Background: an optimization exercise with open tools, aiming at small area. Do not read the settings as production practice. In this exercise RTL edits were held to simulation tests only and were not proved equivalent to the original. No run shown here takes its clock network from TritonCTS; it comes from the design's own scripts or RTL. No driver is modelled on the clock port, so clock power and skew are understated where the tree is cut down; a real chip needs a root buffer or a tree. Power figures rest on the tool's default switching activity, not on a simulated workload.

==> flow/design.v <==
module flash_dri
(
    input   wire        clk,
    input   wire        rst_n,
    output  reg         fls_sck,
    output  reg         fls_ncs,
    output  reg         fls_sdo,
    input   wire        fls_sdi,
    input   wire        start,
    input   wire [2:0]  mod_sel,
    input   wire [23:0] fls_addr,
    input   wire [7:0]  fls_write,
    output  reg  [7:0]  fls_read,
    output  reg         frd_en,
    output  reg  [23:0] frd_addr,
    output  reg  [7:0]  frd_data,
    output  reg  [15:0] id,
    output  reg         busy
);
localparam C_WFREE  = 3'd0;
localparam C_WEN    = 3'd1;
localparam C_ERASE  = 3'd2;
localparam C_WR     = 3'd3;
localparam C_RD     = 3'd4;
localparam C_FRD    = 3'd5;
localparam C_ID     = 3'd6;
localparam C_SECTOR = 3'd7;
reg  [8:0] f;
reg  [7:0] rx;
wire [2:0] fbyte = f[8:6];
wire [2:0] fbit  = f[5:3];
wire is_wfree = (mod_sel == C_WFREE);
wire is_frd   = (mod_sel == C_FRD);
wire is_rd    = (mod_sel == C_RD);
wire is_id    = (mod_sel == C_ID);
localparam [63:0] OPS   = {8'h20, 8'h90, 8'h0b, 8'h03, 8'h02, 8'hc7, 8'h06, 8'h05};
wire [7:0] op   = OPS[{mod_sel, 3'b000} +: 8];
wire [7:0] end_byte = {
    fbyte[2] & fbyte[0],                 
    &fbyte,                              
    &fbyte,                              
    fbyte[2] & fbyte[1],                 
    fbyte[2] & fbyte[1],                 
    fbyte[1],                            
    fbyte[1],                            
    fbyte[2] | (fbyte[1] & fbyte[0])     
};
wire has_addr = (mod_sel == C_WR) | (mod_sel == C_RD) | (mod_sel == C_SECTOR);
wire has_data = (mod_sel == C_WR);
wire [7:0] bsel = 8'd1 << (~fbit);
wire y_f  = (fbyte == 3'd0);
wire y_op = (fbyte == 3'd1);
wire y_a2 = (fbyte == 3'd2) & has_addr;
wire y_a1 = (fbyte == 3'd3) & has_addr;
wire y_a0 = (fbyte == 3'd4) & has_addr;
wire y_d  = (fbyte == 3'd5) & has_data;
wire [7:0] col = ({8{y_op}} & op) | ({8{y_a2}} & fls_addr[23:16]) | ({8{y_a1}} & fls_addr[15:8]) |
                 ({8{y_a0}} & fls_addr[7:0]) | ({8{y_d}} & fls_write);
wire tx_bit = (y_f & op[7]) | (|(bsel & col));
wire pre     = ~busy & f[5];
wire f_pre   = pre & f[1];                                
wire at_cap  = (f[5:0] == 6'd61);                        
wire addr_g0 = &frd_addr[7:0];
wire addr_g1 = &frd_addr[15:8];
wire addr_g2 = &frd_addr[23:16];
wire at_end  = (f[5:0] == 6'd0) & end_byte[mod_sel] &
               (is_wfree ? ~rx[0] : is_frd ? (addr_g0 & addr_g1 & addr_g2) : 1'b1);
wire hold_hi = &fbyte;
wire frd_load = is_frd & pre & f[0];                     
wire frd_cap  = is_frd & at_cap & fbyte[2] & fbyte[1];
wire rd_cap   = is_rd  & at_cap & fbyte[2] & fbyte[0];
wire id_cap   = is_id  & at_cap & fbyte[2] & (fbyte[1] | fbyte[0]);
wire       f_ld   = rst_n & start;
wire       f_keep = rst_n & ~start & ~at_end & (busy | f[5]);
wire [5:0] f_lo   = f[5:0] + 6'd1;
wire [2:0] f_hi   = f[8:6] + {2'd0, (&f[5:0]) & ~hold_hi};
always @(posedge clk)
    f <= ({9{f_keep}} & {f_hi, f_lo}) | ({9{f_ld}} & 9'd61);
always @(posedge clk) begin
    if (f[2:0] == 3'd2)
        rx <= {rx[6:0], fls_sdi};
end
always @(posedge clk) begin
    busy    <= rst_n & (f_pre | (busy & ~at_end));
    fls_ncs <= ~(rst_n & busy);
    fls_sck <= rst_n & busy & (f[2] ^ (f[1] & f[0]));
    fls_sdo <= rst_n & busy & tx_bit;
    frd_en  <= rst_n & frd_cap;
end
wire       rd_ld  = rst_n & rd_cap;
wire       rd_hd  = rst_n & ~rd_cap;
wire       id_ld  = rst_n & id_cap;
wire       id_hd  = rst_n & ~id_cap;
wire       frd_ld = rst_n & frd_cap;
wire       frd_hd = rst_n & ~frd_cap;
always @(posedge clk) begin
    fls_read <= ({8{rd_ld}}  & rx) | ({8{rd_hd}}  & fls_read);
    frd_data <= ({8{frd_ld}} & rx) | ({8{frd_hd}} & frd_data);
    id       <= ({16{id_ld}} & {id[7:0], rx}) | ({16{id_hd}} & id);
end
wire [2:0] blk_c;
assign blk_c[0] = frd_cap;
assign blk_c[1] = blk_c[0] & addr_g0;
assign blk_c[2] = blk_c[1] & addr_g1;
wire [24:0] addr_c;
genvar gi;
generate
    for (gi = 0; gi < 24; gi = gi + 1) begin : g_addr
        if (gi % 8 == 0) begin : g_blk
            assign addr_c[gi+1] = blk_c[gi/8] & frd_addr[gi];
            always @(posedge clk)
                frd_addr[gi] <= rst_n & (frd_load | (frd_addr[gi] ^ blk_c[gi/8]));
        end else begin : g_rip
            assign addr_c[gi+1] = addr_c[gi] & frd_addr[gi];
            always @(posedge clk)
                frd_addr[gi] <= rst_n & (frd_load | (frd_addr[gi] ^ addr_c[gi]));
        end
    end
endgenerate
endmodule
==> flow/flow/run.sh <==
#!/bin/bash
# Own layout flow: the standard layout (standard.sh), with two changes:
#  - synthesis is the standard synthesis script, except that ABC maps the
#    logic with an area-oriented script (flow/abc_area.script);
#  - the port buffers that global placement inserts are buf_1 cells;
#  - the clock tree is a few clock buffers fed by the clock port
#    (flow/cts_groups.tcl).
set -euo pipefail
W=$(pwd)
FL=$W/flow

# standard synthesis script, with the ABC mapping script swapped
{
  cat <<'TCL'
proc abc {args} {
  set i [lsearch -exact $args -script]
  if { $i >= 0 } { lset args [expr {$i + 1}] $::env(MY_ABC_SCRIPT) }
  yosys abc {*}$args
}
TCL
  cat "$W/synth_recipe.tcl"
} > "$W/own_synth.tcl"

export MY_ABC_SCRIPT="$FL/abc_area.script"
export BUFFER_PORTS_ARGS="-buffer_cell sky130_fd_sc_hd__buf_1"
# clock tree: a few clock buffers, each fed by the clock port
export PRE_CTS_TCL="$FL/cts_groups.tcl"
export CLKBUF_CELL=${CLKBUF_CELL:-sky130_fd_sc_hd__clkbuf_8}
export CLKBUF_GROUPS=${CLKBUF_GROUPS:-4}
export CLOCK_PORT_NET=clk

bash "$W/standard.sh" SYNTH_SCRIPT="$W/own_synth.tcl" finish > "$W/flow_make.log" 2>&1
==> flow/flow/abc_area.script <==
&get -n
&st
&b
&dch -x
&nf -R 1000 -C 32 -F 20 -A 20 -E 100 -Q 100 -p
&st
&dch -x
&nf -R 1000 -C 32 -F 20 -A 20 -E 100 -Q 100 -p
&put
==> flow/flow/cts_groups.tcl <==
# PRE_CTS hook: the clock tree is CLKBUF_GROUPS clock buffers, each driven
# directly by the clock port and each driving one group of registers.  The
# groups are balanced: the registers are split recursively across their
# wider spread, in proportion to the number of groups on each side.  Each
# buffer sits at its group's centroid.
proc cts_groups { pts k } {
  if { $k <= 1 } { return [list $pts] }
  set xs [lsort -real [lmap p $pts { lindex $p 1 }]]
  set ys [lsort -real [lmap p $pts { lindex $p 2 }]]
  set axis [expr { ([lindex $xs end] - [lindex $xs 0]) >= ([lindex $ys end] - [lindex $ys 0]) ? 1 : 2 }]
  set pts [lsort -real -index $axis $pts]
  set k1 [expr { $k / 2 }]
  set n1 [expr { round([llength $pts] * double($k1) / $k) }]
  return [concat [cts_groups [lrange $pts 0 [expr { $n1 - 1 }]] $k1] \
    [cts_groups [lrange $pts $n1 end] [expr { $k - $k1 }]]]
}
proc clock_tree_synthesis {args} {
  set block [ord::get_db_block]
  set dbu [$block getDbUnitsPerMicron]
  set pts {}
  foreach inst [$block getInsts] {
    if { [string match "*df*" [[$inst getMaster] getName]] } {
      set box [$inst getBBox]
      lappend pts [list [$inst getName] [expr { ([$box xMin] + [$box xMax]) / 2.0 / $dbu }] \
        [expr { ([$box yMin] + [$box yMax]) / 2.0 / $dbu }]]
    }
  }
  set c 0
  foreach g [cts_groups $pts $::env(CLKBUF_GROUPS)] {
    set sx 0.0
    set sy 0.0
    set pins {}
    foreach p $g {
      set sx [expr { $sx + [lindex $p 1] }]
      set sy [expr { $sy + [lindex $p 2] }]
      lappend pins [get_pins "[lindex $p 0]/CLK"]
    }
    set x [expr { $sx / [llength $g] }]
    set y [expr { $sy / [llength $g] }]
    puts "clock buffer $c at ($x, $y) for [llength $g] registers"
    insert_buffer -buffer_cell $::env(CLKBUF_CELL) -net [get_nets $::env(CLOCK_PORT_NET)] \
      -load_pins $pins -location [list $x $y] -buffer_name clkbuf_${c}_clk -net_name clknet_${c}_clk
    incr c
  }
  set_propagated_clock [all_clocks]
}
==> flow/standard.sh <==
#!/bin/bash
# synth_recipe.tcl (not shown) runs the flow's synth.tcl, then flattens the netlist and writes it again
# the make line also repeats each setting of config.mk as NAME=value (left out here)
make -C /OpenROAD-flow-scripts/flow DESIGN_CONFIG=/design/flow/config.mk WORK_HOME=/design/flow/orfs CLKGATE_MAP_FILE= SYNTH_SCRIPT=/design/flow/synth_recipe.tcl "${@:-finish}"
==> flow/config.mk <==
export PLATFORM = sky130hd
export DESIGN_NAME = flash_dri
export DESIGN_NICKNAME = flash_dri
export VERILOG_FILES = /design/flow/design.v
export SDC_FILE = /design/flow/constraint.sdc
export NUM_CORES = 4
export LEC_CHECK = 0
export CAP_MARGIN = 20
export CORE_MARGIN = 2
export CORE_UTILIZATION = 75
export PLACE_DENSITY = 0.88
export SLEW_MARGIN = 20
==> flow/constraint.sdc <==
create_clock -name core_clock -period 5.0 [get_ports {clk}]
set_input_delay 1.0000 -clock core_clock [delete_from_list [all_inputs] [get_ports {clk}]]
set_output_delay 1.0000 -clock core_clock [all_outputs]
set_load 0.01 [all_outputs]
==> impl_metrics.json, run 1 <==
{
  "status": "complete, no violations",
  "setup_viol": 0,
  "arrival_ps": 3890,
  "layout-drive-gt1-share": 0.0179,
  "min_period_ps": 3770,
  "die-area_mm2": 0.00479,
  "rsz0062_at_grt": "false",
  "worst_slack_ps": 1230,
  "antenna_found_initial": 0,
  "clk_pin_slew_ps": 120,
  "routed_wl_um": 8450,
  "io_pins": 100,
  "die_h_um": 69.2,
  "dpl.hpwl_um": 6330,
  "instances_no_fill": 440,
  "dieWidth_um": 69.2,
  "hold_buffers": 0,
  "netlist_instances": 285,
  "cp-end-kind": "flop",
  "clk_latency_ps": 170,
  "maxSlewHeadroom": 0.385,
  "drv_cap": 0,
  "worst-endpoint-required_ps": 5120,
  "first_pass_iters": 5,
  "yosys.area.top_type": "dfxtp_1",
  "post-route-period-util": 0.753,
  "grt_pass1_vias": 2819,
  "irDropWorstVdd_uv": 217,
  "p_leak_nw": 1.45,
  "synthToLayoutAreaGrowth_pct": 15.9,
  "startpoint_type": "primary input",
  "post-place-cells": 436,
  "final.setup_skew_ps": 10.3,
  "fin_setup_tns_ps": 0,
  "synth_flop_cell": "dfxtp_1",
  "synth_edf_count": 8,
  "yosysTopAreaCellShare": 0.439,
  "drtIter0Drc": 304,
  "syn_area_per_cell_um2": 11.2,
  "wire_per_inst_um": 19.2,
  "antenna_left": 0,
  "core-area_mm2": 0.00406,
  "synth_seq_cells": 78,
  "whs_ps": 495,
  "synth_area_leaders": "dfxtp_1, ha_1, a22o_1",
  "critPathMaxFanout": 9,
  "synthesis.nets": 351,
  "port-buffer-count": 99,
  "grt_max_degree": 34,
  "nNetsFinal": 458,
  "worstSetupPathType": "in -> reg",
  "drv_slew": 0,
  "gp_congestion": 1.04,
  "async_reset_ff_frac": 0,
  "worstMarginPinSlew_ps": 916,
  "min_path_type": "reg -> reg",
  "overflow": 0,
  "synth-seq-area-share": 0.515,
  "hold_viol_final": 0,
  "vias": 2872,
  "finalPower_uw": 918,
  "syn_area_mm2": 0.00319,
  "cts_resized": 0,
  "antenna_cells": 0,
  "yosysWarnings": 1,
  "postCtsSetupRepairBufs": 0,
  "rows": 23,
  "grt_pass1_wl_um": 13600,
  "dp_slack_ps": 1140,
  "route.detailed.drc": 0,
  "initial_utilization": 0.786,
  "grt_usage": 0.345,
  "timing.fmax_mhz": 265,
  "synth_cell_types": 34,
  "power.density_mw_per_mm2": 248,
  "via_per_inst": 6.53
}
-- sequential cells by signal, summed over array words and instances (netlist names) --
register  flops
busy          1
frd_data      8
id           16
frd_addr     24
f             9
rx            8
fls_ncs       1
frd_en        1
fls_sdo       1
fls_read      8
fls_sck       1
-- cell families after synthesis --
| kind of cell | after synthesis | share of synthesized area |
|---|---|---|
| flops | 78 | 0.515 |
| buf+inv | 4 | 0.00471 |
| simple gates | 79 | 0.130 |
| fa+ha+maj | 27 | 0.106 |
| xor+xnor | 8 | 0.0220 |
| compound gates | 89 | 0.223 |
-- synth_stat cells (7+ instances only) --
library cell and number:
nor2b_1 9, o21ai_0 7, nor2_1 12, nand4_1 7
ha_1 27, edfxtp_1 8, nand3_1 8, o21a_1 24
nand2_1 21, dfxtp_1 70, a22o_1 32
-- stage by stage --
| stage | utilization | area, µm² |
|---|---|---|
| 2_1_floorplan | - | 3190 |
| 3_3_place_gp | 0.897 | 3640 |
| 3_5_place_dp | 0.897 | 3640 |
| 4_1_cts | 0.910 | 3690 |
| 5_1_grt | 0.911 | 3700 |
| 6_report | 0.911 | 3700 |
-- per-layer routing --
metal  track usage  wire length, µm  vias up
li1              -                -     1316
met1         0.413             3220     1349
met2         0.645             4350      174
met3        0.0363              561       33
met4         0.107              314        0
met5             0                0        -
-- power breakdown --
part	internal [mW]	switching, mW	total, mW
Combinational	0.0188	0.0290	0.0477
Clock	0.0749	0.152	0.227
Sequential	0.635	0.00820	0.643
-- area by class of cell, without the clock buffers --
cell class                 instances  area (µm²)
sequential                        78        1640
multi-input combinational        203        1540
timing repair buffer             101         387
fill                             178         362
tap                               50        62.6
inverter                           4        15.0
-- cell usage in the layout, fill, tap and decap left out, types with 5 or more instances in the layout --
master | netlist | layout
buf_1 | 0 | 99
dfxtp_1 | 70 | 70
a22o_1 | 32 | 32
ha_1 | 27 | 27
o21a_1 | 24 | 24
nand2_1 | 21 | 21
nor2_1 | 12 | 12
nand3_1 | 8 | 8
nor2b_1 | 9 | 8
edfxtp_1 | 8 | 8
nand4_1 | 7 | 7
o21ai_0 | 7 | 7
nor3_1 | 5 | 5
xor2_1 | 5 | 5
a221o_1 | 5 | 5
-- worst max-delay path, cell delays in order --
cell and delay [ps]:
buf_1 330, nand2_1 120, nor2_1 280, nand3_1 200, nor3_1 270, nor3b_1 220, ha_1 180, ha_1 150
ha_1 150, ha_1 170, ha_1 180, ha_1 150, ha_1 150, xor2_1 190, o21a_1 140
-- worst paths after layout --
kind / startpoint / end / slack [ps] / cells past startpoint
worst max-delay path: mod_sel[2] / frd_addr[23] / 1230 / 15
worst min register to register: frd_data[0] / frd_data[0] / 490 / 1
worst max register to register: f[5] / frd_addr[23] / 1750 / 14
worst min-delay path: frd_data[0] / frd_data[0] / 490 / 1
==> run 2: changes to the inputs <==
--- a/flow/design.v
+++ b/flow/design.v
@@ -72,5 +72,5 @@
 wire id_cap   = is_id  & at_cap & fbyte[2] & (fbyte[1] | fbyte[0]);
 wire       f_ld   = rst_n & start;
-wire       f_keep = rst_n & ~start & ~at_end & (busy | f[5]);
+wire       f_keep = rst_n & ~at_end & (busy | f[5]);       
 wire [5:0] f_lo   = f[5:0] + 6'd1;
 wire [2:0] f_hi   = f[8:6] + {2'd0, (&f[5:0]) & ~hold_hi};
--- a/flow/flow/abc_area.script
+++ b/flow/flow/abc_area.script
@@ -1,4 +1,5 @@
 &get -n
 &st
+&deepsyn -I 20 -J 50
 &b
 &dch -x
==> run 2 against run 1 <==
Critical endpoint unchanged; highest routed layer unchanged; synthesized cell count is 0.70% lower; global-route usage is 0.86 points higher; largest power group unchanged; still clean; synthesized area is 0.75% lower; die area is 0.71% lower.
==> impl_metrics.json, run 2 <==
{
  "status": "complete, no violations",
  "synthToLayoutAreaGrowth_pct": 16.3,
  "via_per_inst": 6.52,
  "clk_pin_slew_ps": 110,
  "first_pass_iters": 5,
  "final.setup_skew_ps": 6.55,
  "hold_buffers": 0,
  "synth_seq_cells": 78,
  "route.detailed.drc": 0,
  "worstReg2RegStart": "f[5]",
  "postCtsSetupRepairBufs": 0,
  "antenna_found_initial": 0,
  "drv_cap": 0,
  "worstMarginPinSlew_ps": 1070,
  "gp_congestion": 0.969,
  "layout_commonest_cell": "buf_1",
  "rsz0062_at_grt": "false",
  "maxSlewHeadroom": 0.284,
  "core-area_mm2": 0.00403,
  "yosysTopAreaCellShare": 0.443,
  "hold_viol_final": 0,
  "dieWidth_um": 69.0,
  "worstSetupPathType": "in -> reg",
  "regMostFlops": "frd_addr",
  "holdPathStages": 1,
  "min_path_type": "reg -> reg",
  "critPathMaxFanout": 13,
  "yosysMostFrequentCell": "dfxtp_1",
  "nNetsFinal": 457,
  "vias": 2863,
  "r2r_end": "frd_addr[23]",
  "power.density_mw_per_mm2": 252,
  "antenna_cells": 0,
  "cts_resized": 0,
  "stdcell_area_mm2": 0.00368,
  "setup_viol": 0,
  "place_area_mm2": 0.00363,
  "synth_common_cells": "dfxtp_1, a22o_1, ha_1",
  "die_h_um": 69.0,
  "combPwrFrac": 0.059,
  "post-route-period-util": 0.830,
  "startpoint_type": "primary input",
  "swShare": 0.209,
  "antenna_left": 0,
  "synth_flop_cell": "dfxtp_1",
  "synth_area_leaders": "dfxtp_1, ha_1, a22o_1",
  "grt-busiest-layer": "met2",
  "use_met2": 0.649,
  "port-buffer-count": 99,
  "dpl.hpwl_um": 6000,
  "instances_no_fill": 439,
  "rrSetupSlack_ps": 1580,
  "rows": 23,
  "synth_edf_count": 8,
  "grt_usage": 0.353,
  "largest_reg_flops": 24,
  "io_pins": 100,
  "min_period_ps": 4150,
  "syn_area_mm2": 0.00317,
  "reg2regPathDepth": 13,
  "synthesis.nets": 349,
  "clk_latency_ps": 170,
  "final_cell_mix": "buf_1, dfxtp_1, a22o_1",
  "yosysWarnings": 1,
  "syn_area_per_cell_um2": 11.2,
  "die-area_mm2": 0.00476,
  "layout-drive-gt1-share": 0.0206,
  "p_clk_frac": 0.244,
  "arrival_ps": 4260,
  "fin_setup_tns_ps": 0,
  "timing.fmax_mhz": 241,
  "reg_top3": "frd_addr (24), id (16), f (9)",
  "grt_pass1_wl_um": 12600,
  "cp-end-kind": "flop",
  "irDropWorstVdd_uv": 293,
  "overflow": 0,
  "hold_end": "id[8]",
  "grt_max_degree": 32,
  "grt_use_met3": 0.0325,
  "drv_slew": 0,
  "grt_pass1_vias": 2590,
  "async_reset_ff_frac": 0,
  "drtIter0Drc": 337,
  "yosys.area.top_type": "dfxtp_1",
  "grtUsageMet1": 0.440,
  "p_int_uw": 734,
  "wire_per_inst_um": 19.3,
  "worst-endpoint-required_ps": 5110,
  "post-place-cells": 435,
  "initial_utilization": 0.786,
  "synth-seq-area-share": 0.519,
  "pwr-share-seq": 0.698,
  "synth_cell_types": 41,
  "routed_wl_um": 8460,
  "switchingPower_uw": 194,
  "hold_path.startpoint": "id[8]",
  "netlist_instances": 283,
  "p_leak_nw": 1.43
}
## run 2: worst max-delay path by stage
stage / from / endpoint / slack (ps) / depth (start not counted)
floorplan: mod_sel[2] / frd_addr[22] / 1870 / 13
global placement: mod_sel[2] / frd_addr[22] / 1220 / 14
detailed placement: mod_sel[2] / frd_addr[23] / 990 / 15
CTS: mod_sel[2] / frd_addr[23] / 1040 / 15
global route: mod_sel[2] / frd_addr[23] / 740 / 15
finish: mod_sel[2] / frd_addr[23] / 850 / 15
## run 2: per-stage QoR
stage	setup WS (ps)	power, mW	hold WS (ps)	utilization
floorplan	1870	0.684	475	-
global placement	1220	0.709	454	0.900
detailed placement	987	0.713	456	0.900
CTS	1040	0.921	487	0.914
global route	740	0.949	509	0.914
finish	851	0.928	488	0.914
## run 2: power by group through the flow
stage	registers (mW)	logic [mW]	clock network (mW)
floorplan	0.659	0.0254	0
global placement	0.660	0.0492	0
detailed placement	0.661	0.0526	0
CTS	0.646	0.0534	0.221
global route	0.648	0.0597	0.242
finish	0.647	0.0545	0.226
## run 2: critical path, stage by stage
cell and delay (ps):
buf_1 420, nand2_1 120, nor2_1 310, nand2_1 160, nor4_1 460, nor3b_1 250, ha_1 190, ha_1 150
ha_1 150, ha_1 140, ha_1 150, ha_1 140, ha_1 220, xor2_1 240, o21a_1 160
## run 2: logic make-up (layout without fill, tap and decap cells)
kind of cell,after synthesis,in the layout,synth area share
xor gates and xnor gates,7,7,0.0194
buffers and inverters,4,110,0.00474
and+or+nand+nor,71,71,0.116
AOI/OAI and AO/OA,96,96,0.234
DFF,78,78,0.519
adders and majority gates,27,27,0.107
## run 2: layout make-up, without the clock buffers
cell class,instances,area (µm²)
Timing Repair Buffer,102,394
Fill cell,169,347
Sequential cell,78,1640
Multi-Input combinational cell,201,1510
Inverter,4,15.0
Tap cell,50,62.6
## run 2: metal layers
metal,part of all wire,vias up
met1,0.38,1339
met4,0.029,0
met5,0,-
met2,0.51,180
li1,-,1314
met3,0.079,30
==> run 3: changes to the inputs <==
--- a/flow/flow/run.sh
+++ b/flow/flow/run.sh
@@ -1,6 +1,8 @@
 #!/bin/bash
-# Own layout flow: the standard layout (standard.sh), with two changes:
+# Own layout flow: the standard layout (standard.sh), with these changes:
 #  - synthesis is the standard synthesis script, except that ABC maps the
-#    logic with an area-oriented script (flow/abc_area.script);
+#    logic with an area-oriented script (flow/abc_area.script), and the
+#    half- and full-adder cells are not used (Yosys's adder extraction would
+#    otherwise fix them before ABC; ABC maps that logic smaller);
 #  - the port buffers that global placement inserts are buf_1 cells;
 #  - the clock tree is a few clock buffers fed by the clock port
@@ -23,4 +25,6 @@
 
 export MY_ABC_SCRIPT="$FL/abc_area.script"
+# the platform's config adds its own don't-use cells to these
+export DONT_USE_CELLS="sky130_fd_sc_hd__ha_1 sky130_fd_sc_hd__ha_2 sky130_fd_sc_hd__ha_4 sky130_fd_sc_hd__fa_1 sky130_fd_sc_hd__fa_2 sky130_fd_sc_hd__fa_4"
 export BUFFER_PORTS_ARGS="-buffer_cell sky130_fd_sc_hd__buf_1"
 # clock tree: a few clock buffers, each fed by the clock port
--- a/flow/flow/abc_area.script
+++ b/flow/flow/abc_area.script
@@ -1,5 +1,4 @@
 &get -n
 &st
-&deepsyn -I 20 -J 50
 &b
 &dch -x
==> run 3 against run 2 <==
Critical path depth down 1; total power shrank 0.70%; critical path type unchanged; die area increased by 0.86%; cell count rose by 0.46%; still clean; clock skew grew 1.4 ps; first-iteration DRC count shrank 26%; critical endpoint is now frd_addr[22]; largest power group unchanged; flip-flop and latch count unchanged; via count grew 0.38%.
==> impl_metrics.json, run 3 <==
{
  "post-route-period-util": 0.755,
  "synth_compound_area_frac": 0.229,
  "clk_pin_slew_ps": 110,
  "hold_buffers": 0,
  "final_cell_mix": "buf_1, dfxtp_1, a22o_1",
  "path_cells": "buf_1 -> nand2_1 -> nor2_1 -> nand3_1 -> nor3_1 -> nor3b_1 -> ha_1 -> ha_1 -> ha_1 -> ha_1 -> ha_1 -> ha_1 -> ha_1 -> o21a_1",
  "fin_setup_tns_ps": 0,
  "die-area_mm2": 0.00480,
  "irDropWorstVdd_uv": 240,
  "synth-simple-area-share": 0.124,
  "synthesis.nets": 351,
  "die_h_um": 69.3,
  "synthAdderAreaFrac": 0.106,
  "finalCoreUtilization": 0.914,
  "startpoint_type": "primary input",
  "finalPower_uw": 921,
  "hold_viol_final": 0,
  "worst_slack_ps": 1230,
  "cp-end-kind": "flop",
  "synthXorXnorAreaFrac": 0.0219,
  "dieWidth_um": 69.3,
  "wire_per_inst_um": 17.8,
  "reg_top3": "frd_addr (24), id (16), f (9)",
  "drtIter0Drc": 251,
  "first_pass_iters": 5,
  "syn_area_mm2": 0.00319,
  "vias": 2874,
  "initial_utilization": 0.787,
  "antenna_found_initial": 0,
  "regArea_mm2": 0.00164,
  "drv_slew": 0,
  "synthToLayoutAreaGrowth_pct": 16.1,
  "min_path_type": "reg -> reg",
  "antenna_left": 0,
  "synth_area_leaders": "dfxtp_1, ha_1, a22o_1",
  "regMostFlops": "frd_addr",
  "worstSetupPathType": "in -> reg",
  "largest_reg_flops": 24,
  "yosys.area.top_type": "dfxtp_1",
  "p_leak_nw": 1.44,
  "final.setup_skew_ps": 7.99,
  "syn_area_per_cell_um2": 11.2,
  "port-buffer-count": 99,
  "rsz0062_at_grt": "false",
  "grt_pass1_wl_um": 13000,
  "power.density_mw_per_mm2": 248,
  "antenna_cells": 0,
  "maxSlewHeadroom": 0.383,
  "place_area_mm2": 0.00365,
  "yosysMostFrequentCell": "dfxtp_1",
  "grt_pass1_vias": 2723,
  "synth_seq_cells": 78,
  "overflow": 0,
  "postCtsSetupRepairBufs": 0,
  "critPathMaxFanout": 12,
  "gp_congestion": 0.941,
  "nNetsFinal": 459,
  "dp_slack_ps": 1120,
  "routed_wl_um": 7840,
  "setup_viol": 0,
  "critPathBufInv": 1,
  "min_period_ps": 3770,
  "synth-seq-area-share": 0.514,
  "worstMarginPinSlew_ps": 925,
  "layout_commonest_cell": "buf_1",
  "yosysTopAreaCellShare": 0.439,
  "arrival_ps": 3840,
  "timing.fmax_mhz": 265,
  "clk_latency_ps": 170,
  "via_per_inst": 6.52,
  "dpl.hpwl_um": 5840,
  "synth_edf_count": 8,
  "core-area_mm2": 0.00406,
  "worst-endpoint-required_ps": 5070,
  "async_reset_ff_frac": 0,
  "synth_cell_types": 36,
  "critPathTopFamily": "adder cells",
  "drv_cap": 0,
  "crit_top_cell": "ha_1",
  "synth_flop_cell": "dfxtp_1",
  "grt_usage": 0.321,
  "synth_common_cells": "dfxtp_1, a22o_1, ha_1",
  "synth_top_family_by_area": "compound AO/OA/AOI/OAI gates",
  "fillerInstances": 170,
  "cts_resized": 0,
  "io_pins": 100,
  "multi_input_area_mm2": 0.00154,
  "rows": 23,
  "yosysWarnings": 1,
  "layout-drive-gt1-share": 0.0205,
  "stdcell_area_mm2": 0.00371,
  "slowest_stage": "buf_1",
  "status": "complete, no violations",
  "synth_mux_area_frac": 0,
  "route.detailed.drc": 0,
  "netlist_instances": 285,
  "grt_max_degree": 35,
  "max_stage_delay_ps": 400
}
==> run 3: cell count changes in the layout (fill, tap and decap cells not counted), moves of 2 or more <==
cell and change:
a211oi_1 -2, a21oi_1 -3, a221o_1 +5, a311oi_1 +2
a31oi_1 -2, and2_0 +3, nand3_1 +3, nor2_1 -3
nor3_1 +4, nor4b_1 +2, o21ai_0 +2
==> run 3: worst paths after layout <==
path | start | end | slack, ps | depth (start not counted)
max | mod_sel[2] | frd_addr[22] | 1230 | 14
min | frd_data[0] | frd_data[0] | 480 | 1
max reg2reg | f[5] | frd_addr[22] | 1840 | 13
min reg2reg | frd_data[0] | frd_data[0] | 480 | 1
==> run 3: logic make-up after synthesis <==
| family | count (synthesis) |
|---|---|
| xor+xnor | 8 |
| fa+ha+maj | 27 |
| buf+inv | 5 |
| compound gates | 92 |
| flops | 78 |
| simple gates | 75 |
==> run 3: layer usage <==
layer	track usage	up-vias	part of all wire
met3	0.0320	33	0.066
met4	0.115	0	0.037
met2	0.587	153	0.51
li1	-	1320	-
met1	0.392	1368	0.39
met5	0	-	0
==> run 3: where the power goes <==
group / leakage [nW] / internal, mW / total [mW] / switching, mW
clock network: 0.0288 / 0.0747 / 0.220 / 0.146
logic: 0.777 / 0.0211 / 0.0531 / 0.0320
registers: 0.638 / 0.637 / 0.648 / 0.0106
==> run 3: cell type report, without the clock buffers <==
| class | count | area share |
|---|---|---|
| Inverter | 5 | 0.00506 |
| Multi-Input combinational cell | 202 | 0.414 |
| Sequential cell | 78 | 0.443 |
| Tap cell | 50 | 0.0169 |
| Timing Repair Buffer | 102 | 0.106 |
==> run 3: through the flow <==
step	std cells	hold WS [ps]
floorplan	285	476
global placement	437	456
detailed placement	437	455
CTS	441	486
global route	441	497
finish	441	483
==> run 3: worst reg2reg max path, stage by stage (launching register included) <==
cell,delay [ps]
dfxtp_1,570
nand3_1,240
nor2_1,200
nand3_1,180
nor3_1,310
nor3b_1,230
ha_1,180
ha_1,170
ha_1,170
ha_1,140
ha_1,140
ha_1,140
ha_1,210
o21a_1,180
==> run 4: changes to the inputs <==
--- a/flow/flow/run.sh
+++ b/flow/flow/run.sh
@@ -25,6 +25,11 @@
 
 export MY_ABC_SCRIPT="$FL/abc_area.script"
-# the platform's config adds its own don't-use cells to these
-export DONT_USE_CELLS="sky130_fd_sc_hd__ha_1 sky130_fd_sc_hd__ha_2 sky130_fd_sc_hd__ha_4 sky130_fd_sc_hd__fa_1 sky130_fd_sc_hd__fa_2 sky130_fd_sc_hd__fa_4"
+# The standard flow's config.mk, plus the adder cells as don't-use (the platform's config
+# adds its own don't-use cells to these)
+{
+  echo "include $W/config.mk"
+  echo "export DONT_USE_CELLS += sky130_fd_sc_hd__ha_1 sky130_fd_sc_hd__ha_2 sky130_fd_sc_hd__ha_4"
+  echo "export DONT_USE_CELLS += sky130_fd_sc_hd__fa_1 sky130_fd_sc_hd__fa_2 sky130_fd_sc_hd__fa_4"
+} > "$W/own_config.mk"
 export BUFFER_PORTS_ARGS="-buffer_cell sky130_fd_sc_hd__buf_1"
 # clock tree: a few clock buffers, each fed by the clock port
@@ -34,3 +39,3 @@
 export CLOCK_PORT_NET=clk
 
-bash "$W/standard.sh" SYNTH_SCRIPT="$W/own_synth.tcl" finish > "$W/flow_make.log" 2>&1
+bash "$W/standard.sh" DESIGN_CONFIG="$W/own_config.mk" SYNTH_SCRIPT="$W/own_synth.tcl" finish > "$W/flow_make.log" 2>&1
==> run 4 against run 3 <==
Critical path type unchanged; first-iteration DRC count down 1.6%; setup slack better by 230 ps; still clean; register-to-register slack better by 170 ps; clock power up 2%; sequential share of layout area up 0.26 points.
==> impl_metrics.json, run 4 <==
{
  "hold_end": "fls_read[4]",
  "grt_usage": 0.323,
  "post-route-period-util": 0.708,
  "r2r_end": "frd_addr[17]",
  "yosysTopAreaCellShare": 0.442,
  "overflow": 0,
  "vias": 3087,
  "regArea_mm2": 0.00164,
  "netlist_instances": 314,
  "rsz0062_at_grt": "false",
  "worstSetupPathType": "in -> reg",
  "hold_viol_final": 0,
  "maxSlewHeadroom": 0.379,
  "io_pins": 100,
  "irDropWorstVdd_uv": 225,
  "reg_top3": "frd_addr (24), id (16), f (9)",
  "synth_area_leaders": "dfxtp_1, a22o_1, edfxtp_1",
  "yosysWarnings": 1,
  "dpl.hpwl_um": 5500,
  "worstReg2RegStart": "f[3]",
  "fillerInstances": 188,
  "synth_seq_cells": 78,
  "async_reset_ff_frac": 0,
  "synth_flop_cell": "dfxtp_1",
  "min_period_ps": 3540,
  "clk_pin_slew_ps": 110,
  "layout-drive-gt1-share": 0.0214,
  "drv_slew": 0,
  "yosysMostFrequentCell": "dfxtp_1",
  "worstMarginPinSlew_ps": 931,
  "nNetsFinal": 461,
  "yosys.area.top_type": "dfxtp_1",
  "min_path_type": "reg -> reg",
  "fin_setup_tns_ps": 0,
  "setup_viol": 0,
  "antenna_left": 0,
  "synth_common_cells": "dfxtp_1, a22o_1, nand2_1",
  "final_cell_mix": "buf_1, dfxtp_1, a22o_1",
  "dieWidth_um": 69.0,
  "wire_per_inst_um": 17.2,
  "syn_area_mm2": 0.00317,
  "core-area_mm2": 0.00403,
  "die-area_mm2": 0.00476,
  "cts_resized": 0,
  "power.density_mw_per_mm2": 250,
  "critPathMaxFanout": 12,
  "grt_pass1_vias": 2526,
  "drv_cap": 0,
  "hold_path.startpoint": "fls_read[4]",
  "largest_reg_flops": 24,
  "rows": 23,
  "syn_area_per_cell_um2": 10.1,
  "synth_cell_types": 42,
  "status": "complete, no violations",
  "p_leak_nw": 1.19,
  "regMostFlops": "frd_addr",
  "hold_buffers": 0,
  "gp_congestion": 0.869,
  "holdPathStages": 1,
  "route.detailed.drc": 0,
  "multi_input_area_mm2": 0.00153,
  "startpoint_type": "primary input",
  "first_pass_iters": 7,
  "drtIter0Drc": 247,
  "grt_max_degree": 36,
  "startpoint": "mod_sel[2]",
  "initial_utilization": 0.786,
  "die_h_um": 69.0,
  "layout_commonest_cell": "buf_1",
  "antenna_cells": 0,
  "postCtsSetupRepairBufs": 0,
  "antenna_found_initial": 0,
  "clk_latency_ps": 170,
  "synth-seq-area-share": 0.518,
  "timing.fmax_mhz": 282,
  "rrSetupSlack_ps": 2010,
  "synthesis.nets": 353,
  "synthToLayoutAreaGrowth_pct": 16.4,
  "worst-endpoint-required_ps": 5120,
  "reg2regPathDepth": 11,
  "port-buffer-count": 99,
  "finalPower_uw": 923,
  "final.setup_skew_ps": 16.5,
  "grt_pass1_wl_um": 11800,
  "cp-end-kind": "flop",
  "via_per_inst": 6.57,
  "synth_edf_count": 8,
  "routed_wl_um": 8100,
  "arrival_ps": 3660
}
==> run 4: routing by layer <==
layer	vias to the layer above	global-route usage	wire (µm)
met1	1464	0.418	3300
li1	1429	-	-
met5	-	0	0
met4	0	0.113	195
met2	169	0.549	4010
met3	25	0.0503	582
==> run 4: worst max-delay path by stage <==
stage                              end  slack, ps  cells after the start
after floorplan                fls_sdo       2250                      7
after global placement     frd_addr[7]       1740                     12
after detailed placement   frd_addr[7]       1520                     12
after CTS                  frd_addr[7]       1590                     12
after global routing      frd_addr[17]       1260                     13
final                     frd_addr[17]       1460                     13
==> run 4: per-stage QoR <==
step / hold WS, ps / std cells / setup WS (ps) / instance area [µm²] / util
3_5_place_dp: 464 / 466 / 1520 / 3630 / 0.901
6_report: 490 / 470 / 1460 / 3690 / 0.915
2_1_floorplan: 476 / 314 / 2250 / 3170 / -
5_1_grt: 510 / 470 / 1260 / 3690 / 0.915
3_3_place_gp: 460 / 466 / 1740 / 3620 / 0.900
4_1_cts: 491 / 470 / 1590 / 3680 / 0.915
==> run 4: cell families (layout without fill, tap and decap cells) <==
| kind of cell | after synthesis | count (layout) | share of synthesized area |
|---|---|---|---|
| DFF | 78 | 78 | 0.518 |
| and+or+nand+nor | 113 | 113 | 0.186 |
| AOI/OAI and AO/OA | 106 | 106 | 0.250 |
| xor gates and xnor gates | 16 | 16 | 0.0442 |
| buffers and inverters | 1 | 107 | 0.00118 |
==> run 4: report_power, final <==
group          switching [mW]  total [mW]  internal, mW
combinational          0.0277      0.0487        0.0209
sequential             0.0118       0.649         0.637
clock                   0.150       0.225        0.0749
==> run 4: layout make-up, without the clock buffers <==
cell class | count | share of cell area
Tap cell | 50 | 0.0170
Multi-Input combinational cell | 235 | 0.415
Timing Repair Buffer | 102 | 0.107
Inverter | 1 | 0.00102
Sequential cell | 78 | 0.445
==> run 4: worst max-delay path, stage by stage <==
cell     delay, ps
buf_1          400
nand2_1        150
nor2_1         260
nand3_1        170
nor3_1         380
nand2_1        170
nor2_1         210
nand2_1        120
nor2_1         170
nand2_1        120
o21ai_0        270
a21oi_1        130
nor2b_1        110
==> run 5: changes to the inputs <==
--- a/flow/design.v
+++ b/flow/design.v
@@ -99,4 +99,5 @@
     id       <= ({16{id_ld}} & {id[7:0], rx}) | ({16{id_hd}} & id);
 end
+wire a_ld = rst_n & frd_load;
 wire [2:0] blk_c;
 assign blk_c[0] = frd_cap;
@@ -110,9 +111,9 @@
             assign addr_c[gi+1] = blk_c[gi/8] & frd_addr[gi];
             always @(posedge clk)
-                frd_addr[gi] <= rst_n & (frd_load | (frd_addr[gi] ^ blk_c[gi/8]));
+                frd_addr[gi] <= (rst_n & (frd_addr[gi] ^ blk_c[gi/8])) | a_ld;
         end else begin : g_rip
             assign addr_c[gi+1] = addr_c[gi] & frd_addr[gi];
             always @(posedge clk)
-                frd_addr[gi] <= rst_n & (frd_load | (frd_addr[gi] ^ addr_c[gi]));
+                frd_addr[gi] <= (rst_n & (frd_addr[gi] ^ addr_c[gi])) | a_ld;
         end
     end
==> flow/flow/abc_area.script (replaced) <==
&get -n
&st
&dch -x
&nf -R 1000 -C 32 -F 20 -A 20 -E 100 -Q 100 -p
&put
==> run 5 against run 4 <==
Utilization shrank 1.5 points; via count is 3.3% lower; synthesized cell count fell by 4.8%; routed wire length rose by 0.21%; maximum frequency fell by 6.0%; setup slack worse by 230 ps; sequential power is essentially flat; global-route usage increased by 2.8 points; worst hold slack better by 1.7 ps; sequential share of layout area up 1.7 points; synthesized area decreased by 4.2%; critical endpoint is now frd_addr[15]; largest cell class unchanged; largest power group unchanged.
==> impl_metrics.json, run 5 <==
{
  "status": "complete, no violations",
  "synth_common_cells": "dfxtp_1, a22o_1, o21ai_0",
  "first_pass_iters": 6,
  "overflow": 0,
  "synthXorXnorAreaFrac": 0.0346,
  "irDropWorstVdd_uv": 195,
  "synth-simple-area-share": 0.141,
  "initial_utilization": 0.770,
  "wire_per_inst_um": 17.9,
  "synth_edf_count": 8,
  "netlist_instances": 299,
  "port-buffer-count": 99,
  "hold_viol_final": 0,
  "cp-end-kind": "flop",
  "synth_top_family_by_area": "compound AO/OA/AOI/OAI gates",
  "hold_buffers": 0,
  "grt_max_degree": 25,
  "rrSetupSlack_ps": 1370,
  "synth_flop_cell": "dfxtp_1",
  "gp_congestion": 0.975,
  "worstSetupPathType": "in -> reg",
  "max_stage_delay_ps": 690,
  "rows": 23,
  "min_period_ps": 3770,
  "setup_viol": 0,
  "die-area_mm2": 0.00457,
  "synth_compound_area_frac": 0.275,
  "via_per_inst": 6.57,
  "yosys.area.top_type": "dfxtp_1",
  "clk_pin_slew_ps": 110,
  "rsz0062_at_grt": "false",
  "yosysWarnings": 1,
  "largest_reg_flops": 24,
  "instances_no_fill": 454,
  "dpl.hpwl_um": 5920,
  "yosysTopAreaCellShare": 0.462,
  "postCtsSetupRepairBufs": 0,
  "regArea_mm2": 0.00164,
  "p_leak_nw": 1.20,
  "arrival_ps": 3860,
  "maxSlewHeadroom": 0.342,
  "dieWidth_um": 67.6,
  "nNetsFinal": 445,
  "multi_input_area_mm2": 0.00138,
  "grt_pass1_wl_um": 12400,
  "worstMarginPinSlew_ps": 984,
  "routed_wl_um": 8110,
  "clk_latency_ps": 170,
  "core-area_mm2": 0.00394,
  "whs_ps": 491,
  "grt_pass1_vias": 2636,
  "place_area_mm2": 0.00349,
  "synth_area_leaders": "dfxtp_1, a22o_1, edfxtp_1",
  "grt_usage": 0.351,
  "io_pins": 100,
  "async_reset_ff_frac": 0,
  "post-route-period-util": 0.754,
  "timing.fmax_mhz": 265,
  "layout_commonest_cell": "buf_1",
  "antenna_left": 0,
  "startpoint_type": "primary input",
  "antenna_found_initial": 0,
  "final_cell_mix": "buf_1, dfxtp_1, a22o_1",
  "synth_mux_area_frac": 0,
  "final.setup_skew_ps": 6.70,
  "path_cells": "buf_1 -> nand2_1 -> nor4_1 -> and2_0 -> and3_1 -> nand2_1 -> nor3_1 -> and2_0 -> and3_1 -> o21ai_0 -> o21ai_0",
  "fillerInstances": 187,
  "cts_resized": 0,
  "power.density_mw_per_mm2": 259,
  "post-place-cells": 450,
  "drv_slew": 0,
  "vias": 2984,
  "layout-drive-gt1-share": 0.0198,
  "syn_area_mm2": 0.00304,
  "worst-endpoint-required_ps": 5090,
  "antenna_cells": 0,
  "finalCoreUtilization": 0.901,
  "synth-seq-area-share": 0.541,
  "reg_top3": "frd_addr (24), id (16), f (9)",
  "drv_cap": 0,
  "die_h_um": 67.6,
  "min_path_type": "reg -> reg",
  "fin_setup_tns_ps": 0,
  "synthesis.nets": 338,
  "route.detailed.drc": 0,
  "drtIter0Drc": 394,
  "synthAdderAreaFrac": 0,
  "yosysMostFrequentCell": "dfxtp_1",
  "syn_area_per_cell_um2": 10.2,
  "regMostFlops": "frd_addr",
  "stdcell_area_mm2": 0.00355,
  "synth_seq_cells": 78,
  "synthToLayoutAreaGrowth_pct": 17.0,
  "critPathMaxFanout": 10,
  "synth_cell_types": 37,
  "slowest_stage": "nor4_1"
}
==> run 5: cell count changes after synthesis, sizes merged, moves of 4 or more <==
cell / previous run / this run
a21boi: 18 / 0
clkinv: 1 / 7
o31ai: 1 / 9
and3: 3 / 8
nor2b: 12 / 4
nand3: 12 / 4
nand2: 31 / 23
a22oi: 1 / 5
o21ai: 14 / 31
xor2: 7 / 3
==> run 5: area by class of cell, without the clock buffers <==
| cell class | count | share of cell area |
|---|---|---|
| Inverter | 7 | 0.00740 |
| Sequential cell | 78 | 0.462 |
| Timing Repair Buffer | 101 | 0.109 |
| Tap cell | 50 | 0.0176 |
| Multi-Input combinational cell | 214 | 0.388 |
==> run 5: worst max-delay path: cells and delay by family <==
family / cells / cell delay, ps
buffers and inverters: 1 / 320
AND/OR/NAND/NOR: 8 / 2320
AO/OA/AOI/OAI: 2 / 220
==> run 5: cells by family after synthesis <==
logic type	Yosys count
AO/OA/AOI/OAI	119
buffers and inverters	7
flip-flops	78
AND/OR/NAND/NOR	83
XOR/XNOR	12
==> run 5: path summary, 6_finish.rpt <==
path,start,end,depth (start not counted)
max,mod_sel[2],frd_addr[15],11
min reg2reg,frd_data[7],frd_data[7],1
min,frd_data[7],frd_data[7],1
max reg2reg,f[4],frd_addr[15],11
==> run 5: stage by stage <==
stage / power [mW] / setup slack (ps)
after floorplan: 0.681 / 2110
after global placement: 0.704 / 1440
after detailed placement: 0.707 / 1210
after CTS: 0.913 / 1340
after global routing: 0.941 / 1020
final: 0.918 / 1230
==> run 5: per-layer routing <==
metal	wire (µm)	vias to the layer above	track usage
met5	0	-	0
met4	185	0	0.0944
li1	-	1375	-
met2	4160	177	0.642
met1	3160	1410	0.440
met3	605	22	0.0333
==> run 5: power by group <==
group / internal, mW / leakage, nW / total (mW) / switching (mW)
Sequential: 0.637 / 0.638 / 0.648 / 0.0113
Combinational: 0.0170 / 0.531 / 0.0481 / 0.0312
Clock: 0.0748 / 0.0288 / 0.222 / 0.147

## port drivers added, routing unchanged
How much do the figures lean on ideal ports? The routed layouts below were timed once more, with nothing changed but the port constraints.
Step 1: set_driving_cell puts a clkbuf_16 on clk and a buf_2 on each other input, an assumption about the parent block.
Step 2 moves the port delays by t, midway between the first and last clock arrival at a register: inputs arrive t later, outputs are due t later. That takes back most of the time a late clock gives input paths.
Three values: no drivers, after step 1, after step 2; two values: the first two.
run | shift t [ns] | slack for setup (ns) | worst setup path at the end | pins driven straight from the clock port
run 1 | 0.226 | 1.233 / 1.272 / 1.047 | input to register | 4
run 2 | 0.226 | 0.851 / 0.885 / 0.659 | input to register | 4
run 3 | 0.223 | 1.225 / 1.263 / 1.040 | input to register | 4
run 4 | 0.226 | 1.458 / 1.488 / 1.262 | input to register | 4
run 5 | 0.220 | 1.232 / 1.267 / 1.048 | input to register | 4
After both steps setup and hold are still met in every run listed. The setup slack of run 4, which loses most, moves by +0.030 ns with the drivers and by -0.196 ns with both steps.
